Context: an optimization exercise on an open-source flow, tuned for small area, a short achievable clock period and few clock cycles per item. The choices shown serve that exercise and are no tape-out recipe.
Where RTL was checked, it was by simulation tests only, not by an equivalence proof against the original.

==> run F: inputs <==
==> flow/design.v <==
module sbox(
   input wire [4:0] in,
   output wire [4:0] out
);
wire x0 = in[0], x1 = in[1], x2 = in[2], x3 = in[3], x4 = in[4];
assign out[0] = (x0&x1) ^ x2 ^ (x1&x2) ^ (x1&x3) ^ x4 ^ (x1&x4) ^ (x2&x4) ^ (x3&x4);
assign out[1] = x1 ^ (x0&x1) ^ (x0&x2) ^ (x2&x3) ^ x4 ^ (x0&x4) ^ (x3&x4);
assign out[2] = x0 ^ x1 ^ x2 ^ (x1&x2) ^ x3 ^ (x0&x3) ^ (x2&x3) ^ x4;
assign out[3] = x1 ^ x2 ^ (x1&x2) ^ x3 ^ (x0&x3) ^ x4 ^ (x0&x4) ^ (x1&x4);
assign out[4] = (x1&x2) ^ x3 ^ (x0&x4);
endmodule
module perm#(
   parameter integer PERM_SIZE = 40
) (
   input wire [PERM_SIZE-1:0] in,
   output wire [PERM_SIZE-1:0] out
);
generate
   if (PERM_SIZE == 30) begin
      assign out = {
         in[29-6]  ^ in[29-22],
         in[29-16] ^ in[29-8],
         in[29-0]  ^ in[29-18],
         in[29-15],
         in[29-1],
         in[29-7]  ^ in[29-27],
         in[29-20] ^ in[29-13],
         in[29-2]  ^ in[29-23],
         in[29-21],
         in[29-11],
         in[29-12] ^ in[29-17],
         in[29-26] ^ in[29-3],
         in[29-10] ^ in[29-28],
         in[29-25],
         in[29-5],
         in[29-2]  ^ in[29-27],
         in[29-21] ^ in[29-9],
         in[29-11] ^ in[29-24],
         in[29-16],
         in[29-0],
         in[29-7]  ^ in[29-17],
         in[29-15] ^ in[29-14],
         in[29-1]  ^ in[29-29],
         in[29-20],
         in[29-10],
         in[29-12] ^ in[29-25],
         in[29-22] ^ in[29-4],
         in[29-5]  ^ in[29-19],
         in[29-26],
         in[29-6]
      };
   end
   if (PERM_SIZE == 40) begin
      assign out = {
         in[39-22] ^ in[39-2],
         in[39-35] ^ in[39-8],
         in[39-16] ^ in[39-28],
         in[39-10],
         in[39-31],
         in[39-20] ^ in[39-7],
         in[39-27] ^ in[39-13],
         in[39-1]  ^ in[39-33],
         in[39-15],
         in[39-36],
         in[39-25] ^ in[39-12],
         in[39-32] ^ in[39-18],
         in[39-6]  ^ in[39-38],
         in[39-0],
         in[39-21],
         in[39-37] ^ in[39-17],
         in[39-26] ^ in[39-3],
         in[39-11] ^ in[39-23],
         in[39-5],
         in[39-30],
         in[39-27] ^ in[39-17],
         in[39-30] ^ in[39-9],
         in[39-0]  ^ in[39-24],
         in[39-11],
         in[39-35],
         in[39-32] ^ in[39-2],
         in[39-36] ^ in[39-14],
         in[39-5]  ^ in[39-29],
         in[39-16],
         in[39-20],
         in[39-37] ^ in[39-7],
         in[39-21] ^ in[39-19],
         in[39-10] ^ in[39-34],
         in[39-1],
         in[39-25],
         in[39-22] ^ in[39-12],
         in[39-31] ^ in[39-4],
         in[39-15] ^ in[39-39],
         in[39-6],
         in[39-26]
      };
   end
endgenerate
endmodule
module mix_groups#(
   parameter integer SIZE_STATE = 160
) (
   input wire [SIZE_STATE-1:0] in,
   output wire [SIZE_STATE-1:0] out
);
localparam integer GROUP_SIZE = SIZE_STATE/8;
assign out = {
   in[8*GROUP_SIZE-1:7*GROUP_SIZE],
   in[4*GROUP_SIZE-1:3*GROUP_SIZE],
   in[7*GROUP_SIZE-1:6*GROUP_SIZE],
   in[3*GROUP_SIZE-1:2*GROUP_SIZE],
   in[6*GROUP_SIZE-1:5*GROUP_SIZE],
   in[2*GROUP_SIZE-1:1*GROUP_SIZE],
   in[5*GROUP_SIZE-1:4*GROUP_SIZE],
   in[1*GROUP_SIZE-1:0*GROUP_SIZE]
};
endmodule
module round#(
   parameter integer SIZE_STATE = 160,
   parameter integer PERM_SIZE = 40
) (
   input wire [3:0] rnd_const,
   input wire [SIZE_STATE-1:0] in,
   output wire [SIZE_STATE-1:0] out
);
localparam integer N_GRPS_SBOX = SIZE_STATE/5;
localparam integer N_GRPS_PERM = SIZE_STATE/PERM_SIZE;
wire [SIZE_STATE-1:0] i_state [4:0];
assign i_state[0] = in;
wire [SIZE_STATE-1:0] rnd_const_ext = {N_GRPS_SBOX{1'b0, rnd_const}};
assign i_state[1] = i_state[0] ^ rnd_const_ext;
genvar I_SBOX;
generate
   for (I_SBOX=0; I_SBOX<N_GRPS_SBOX; I_SBOX=I_SBOX+1) begin: sbox
      sbox inst (
         .in (i_state[1][(I_SBOX+1)*5-1:I_SBOX*5]),
         .out(i_state[2][(I_SBOX+1)*5-1:I_SBOX*5])
      );
   end
endgenerate
genvar I_PERM;
generate
   for (I_PERM=0; I_PERM<N_GRPS_PERM; I_PERM=I_PERM+1) begin: perm
      perm #(
         .PERM_SIZE(PERM_SIZE)
      ) inst (
         .in (i_state[2][(I_PERM+1)*PERM_SIZE-1:I_PERM*PERM_SIZE]),
         .out(i_state[3][(I_PERM+1)*PERM_SIZE-1:I_PERM*PERM_SIZE])
      );
   end
endgenerate
mix_groups #(
   .SIZE_STATE(SIZE_STATE)
) inst (
   .in(i_state[3]),
   .out(i_state[4])
);
assign out = i_state[4];
endmodule
module key_ext#(
   parameter integer SIZE_STATE = 160,
   parameter integer SIZE_KEY = 128
) (
   input wire [SIZE_KEY-1:0] key,
   input wire [3:0] rnd_cnt,
   output wire [SIZE_STATE-1:0] key_ext
);
reg [SIZE_STATE-1:0] i_key_ext;
always @* begin
   if (rnd_cnt == 0) begin
      i_key_ext = {
         key[127:126], 3'd0,
         key[125:124], 3'd0,
         key[123:122], 3'd0,
         key[121:120], 3'd0,
         key[119:118], 3'd0,
         key[117:116], 3'd0,
         key[115:114], 3'd0,
         key[113:112], 3'd0,
         key[111:110], 3'd0,
         key[109:108], 3'd0,
         key[107:106], 3'd0,
         key[105:104], 3'd0,
         key[103:102], 3'd0,
         key[101:100], 3'd0,
         key[99:98], 3'd0,
         key[97:96], 3'd0,
         key[95:94], 3'd0,
         key[93:92], 3'd0,
         key[91:90], 3'd0,
         key[89:88], 3'd0,
         key[87:86], 3'd0,
         key[85:84], 3'd0,
         key[83:82], 3'd0,
         key[81:80], 3'd0,
         key[79:78], 3'd0,
         key[77:76], 3'd0,
         key[75:74], 3'd0,
         key[73:72], 3'd0,
         key[71:70], 3'd0,
         key[69:68], 3'd0,
         key[67:66], 3'd0,
         key[65:64], 3'd0
      };
   end else if (rnd_cnt == 1) begin
      i_key_ext = {
         key[63:62], 3'd0,
         key[61:60], 3'd0,
         key[59:58], 3'd0,
         key[57:56], 3'd0,
         key[55:54], 3'd0,
         key[53:52], 3'd0,
         key[51:50], 3'd0,
         key[49:48], 3'd0,
         key[47:46], 3'd0,
         key[45:44], 3'd0,
         key[43:42], 3'd0,
         key[41:40], 3'd0,
         key[39:38], 3'd0,
         key[37:36], 3'd0,
         key[35:34], 3'd0,
         key[33:32], 3'd0,
         key[31:30], 3'd0,
         key[29:28], 3'd0,
         key[27:26], 3'd0,
         key[25:24], 3'd0,
         key[23:22], 3'd0,
         key[21:20], 3'd0,
         key[19:18], 3'd0,
         key[17:16], 3'd0,
         key[15:14], 3'd0,
         key[13:12], 3'd0,
         key[11:10], 3'd0,
         key[9:8], 3'd0,
         key[7:6], 3'd0,
         key[5:4], 3'd0,
         key[3:2], 3'd0,
         key[1:0], 3'd0
      };
   end else begin
      i_key_ext = 0;
   end
end
assign key_ext = i_key_ext;
endmodule
module rounds_1#(
   parameter integer SIZE_STATE = 160,
   parameter integer SIZE_KEY = 128,
   parameter integer PERM_SIZE = 40
) (
   input wire clk,
   input wire load,
   input wire next,
   input wire [SIZE_KEY-1:0] key,  
   output wire busy,
   output wire [SIZE_STATE-1:0] state_out
);
reg [SIZE_STATE-1:0] state;
reg [3:0] rc;       
reg i_busy;
reg rnd2;           
wire start = load | next;
wire last = (rc == 4'b0100) | (rc == 4'b0000);
wire [63:0] kh = !i_busy ? key[127:64] : (rnd2 ? key[63:0] : 64'd0);
wire [SIZE_STATE-1:0] kx;
genvar I;
generate
   for (I = 0; I < 32; I = I + 1) begin: kext
      assign kx[159-5*I -: 5] = {kh[63-2*I], kh[62-2*I], 3'b000};
   end
endgenerate
wire [SIZE_STATE-1:0] rnd_in = (load ? {SIZE_STATE{1'b0}} : state) ^ kx;
wire [SIZE_STATE-1:0] rnd_out;
round #(
   .SIZE_STATE(SIZE_STATE),
   .PERM_SIZE(PERM_SIZE)
) rnd_inst (
   .rnd_const(rc),
   .in(rnd_in),
   .out(rnd_out)
);
always @(posedge clk) begin
   if (start || i_busy) state <= rnd_out;
   rnd2 <= start;
   if (start) begin
      i_busy <= 1'b1;
      rc <= {rc[2:0], rc[3] ^ rc[0]};
   end else if (i_busy && !last) begin
      rc <= {rc[2:0], rc[3] ^ rc[0]};
   end else begin
      i_busy <= 1'b0;
      rc <= 4'b1000;
   end
end
assign busy = i_busy;
assign state_out = state;
endmodule
==> flow/run.sh <==
#!/bin/bash
# synth_recipe.tcl (not shown) runs the flow's synth.tcl, then flattens the netlist and writes it again
# the make line also repeats each setting of config.mk as NAME=value (left out here)
make -C /OpenROAD-flow-scripts/flow DESIGN_CONFIG=/design/flow/config.mk WORK_HOME=/design/flow/orfs CLKGATE_MAP_FILE= SYNTH_SCRIPT=/design/flow/synth_recipe.tcl finish
==> flow/config.mk <==
export PLATFORM = sky130hd
export DESIGN_NAME = rounds_1
export DESIGN_NICKNAME = rounds_1
export VERILOG_FILES = /design/flow/design.v
export SDC_FILE = /design/flow/constraint.sdc
export NUM_CORES = 4
export LEC_CHECK = 0
export CAP_MARGIN = 20
export CORE_MARGIN = 2
export CORE_UTILIZATION = 40
export SETUP_SLACK_MARGIN = 3.3
export SLEW_MARGIN = 20
==> flow/constraint.sdc <==
create_clock -name core_clock -period 6.0 [get_ports {clk}]
set_input_delay 1.2000 -clock core_clock [delete_from_list [all_inputs] [get_ports {clk}]]
set_output_delay 1.2000 -clock core_clock [all_outputs]
set_load 0.01 [all_outputs]
==> run Y (differences from run F) <==
==> flow/design.v, changed modules only <==
module sbox(
   input wire [4:0] in,
   output wire [4:0] out
);
wire x0 = in[0], x1 = in[1], x2 = in[2], x3 = in[3], x4 = in[4];
assign out[0] = (x1 & (x0^x2^x3^x4)) ^ (x4 & ~(x2^x3)) ^ x2;
assign out[1] = (x0 & (x1^x2^x4)) ^ (x3 & (x2^x4)) ^ x1 ^ x4;
assign out[2] = (x1&x2) ^ (x3 & (x0^x2)) ^ x0^x1^x2^x3^x4;
assign out[3] = (x1 & (x2^x4)) ^ (x0 & (x3^x4)) ^ x1^x2^x3^x4;
assign out[4] = (x1&x2) ^ x3 ^ (x0&x4);
endmodule
--- a/flow/config.mk
+++ b/flow/config.mk
@@ -10,3 +10,3 @@
 export CORE_UTILIZATION = 40
-export SETUP_SLACK_MARGIN = 3.3
+export SETUP_SLACK_MARGIN = 3.6
 export SLEW_MARGIN = 20
==> flow_metrics.tcl <==
set metrics [dict create \
    synth_area_sq_mm 0.01715 \
    fin_crit_ns 2.864 \
    fin_util_pct 71.16 \
    r2r-end "state[57]" \
    critPathBufInv 1 \
    via_per_inst 5.780 \
    min_from "i_busy" \
    grt_pass1_wl_um 104200 \
    outcome "complete, no violations" \
    die_h_um 211.1 \
    synth_area_leaders "edfxtp_1, xnor2_1, xor2_1" \
    synth_compound_area_share_pct 16.92 \
    die_w_um 211.1 \
]
(the above is from run F)
==> flow_metrics.tcl <==
set metrics [dict create \
    outcome "complete, no violations" \
    r2r-end "state[148]" \
    synth_area_sq_mm 0.01885 \
    die_h_um 221.1 \
    fin_util_pct 81.56 \
    min_from "rc[2]" \
    grt_pass1_wl_um 125300 \
    critPathBufInv 4 \
]
(the above is from run Y)
Testbench counts of run F, summed over its fixed seeds: cycles 61,440, items 4,096.
No functional check of the RTL was part of run Y.

[static timing again, ports no longer ideal]
No port has a modelled driver above. Below, the same layouts with a new extraction and two added sets of constraints. Step 1 (the two cells are an assumption about what drives the block):
set clk [get_ports {clk}]
set_driving_cell -lib_cell sky130_fd_sc_hd__clkbuf_16 $clk
set_driving_cell -lib_cell sky130_fd_sc_hd__buf_2 [delete_from_list [all_inputs] $clk]
Step 2, shift: input delay + t, output delay - t, t = (earliest + latest rising clock arrival at the registers) / 2. This alone moves slack from input paths to output paths. Slacks: no drivers / after step 1 / after step 2; pairs: no drivers / after step 1.
run	shift t [ns]	slack for setup (ns)	clock arrival spread, ns
run F	0.514	3.136 / 2.914 / 2.400	0.012 / 0.012
run Y	0.535	2.866 / 2.517 / 1.982	0.018 / 0.018
After both steps setup and hold are still met in every run listed. The setup slack of run Y, which loses most, moves by -0.349 ns with the drivers and by -0.884 ns with both steps.
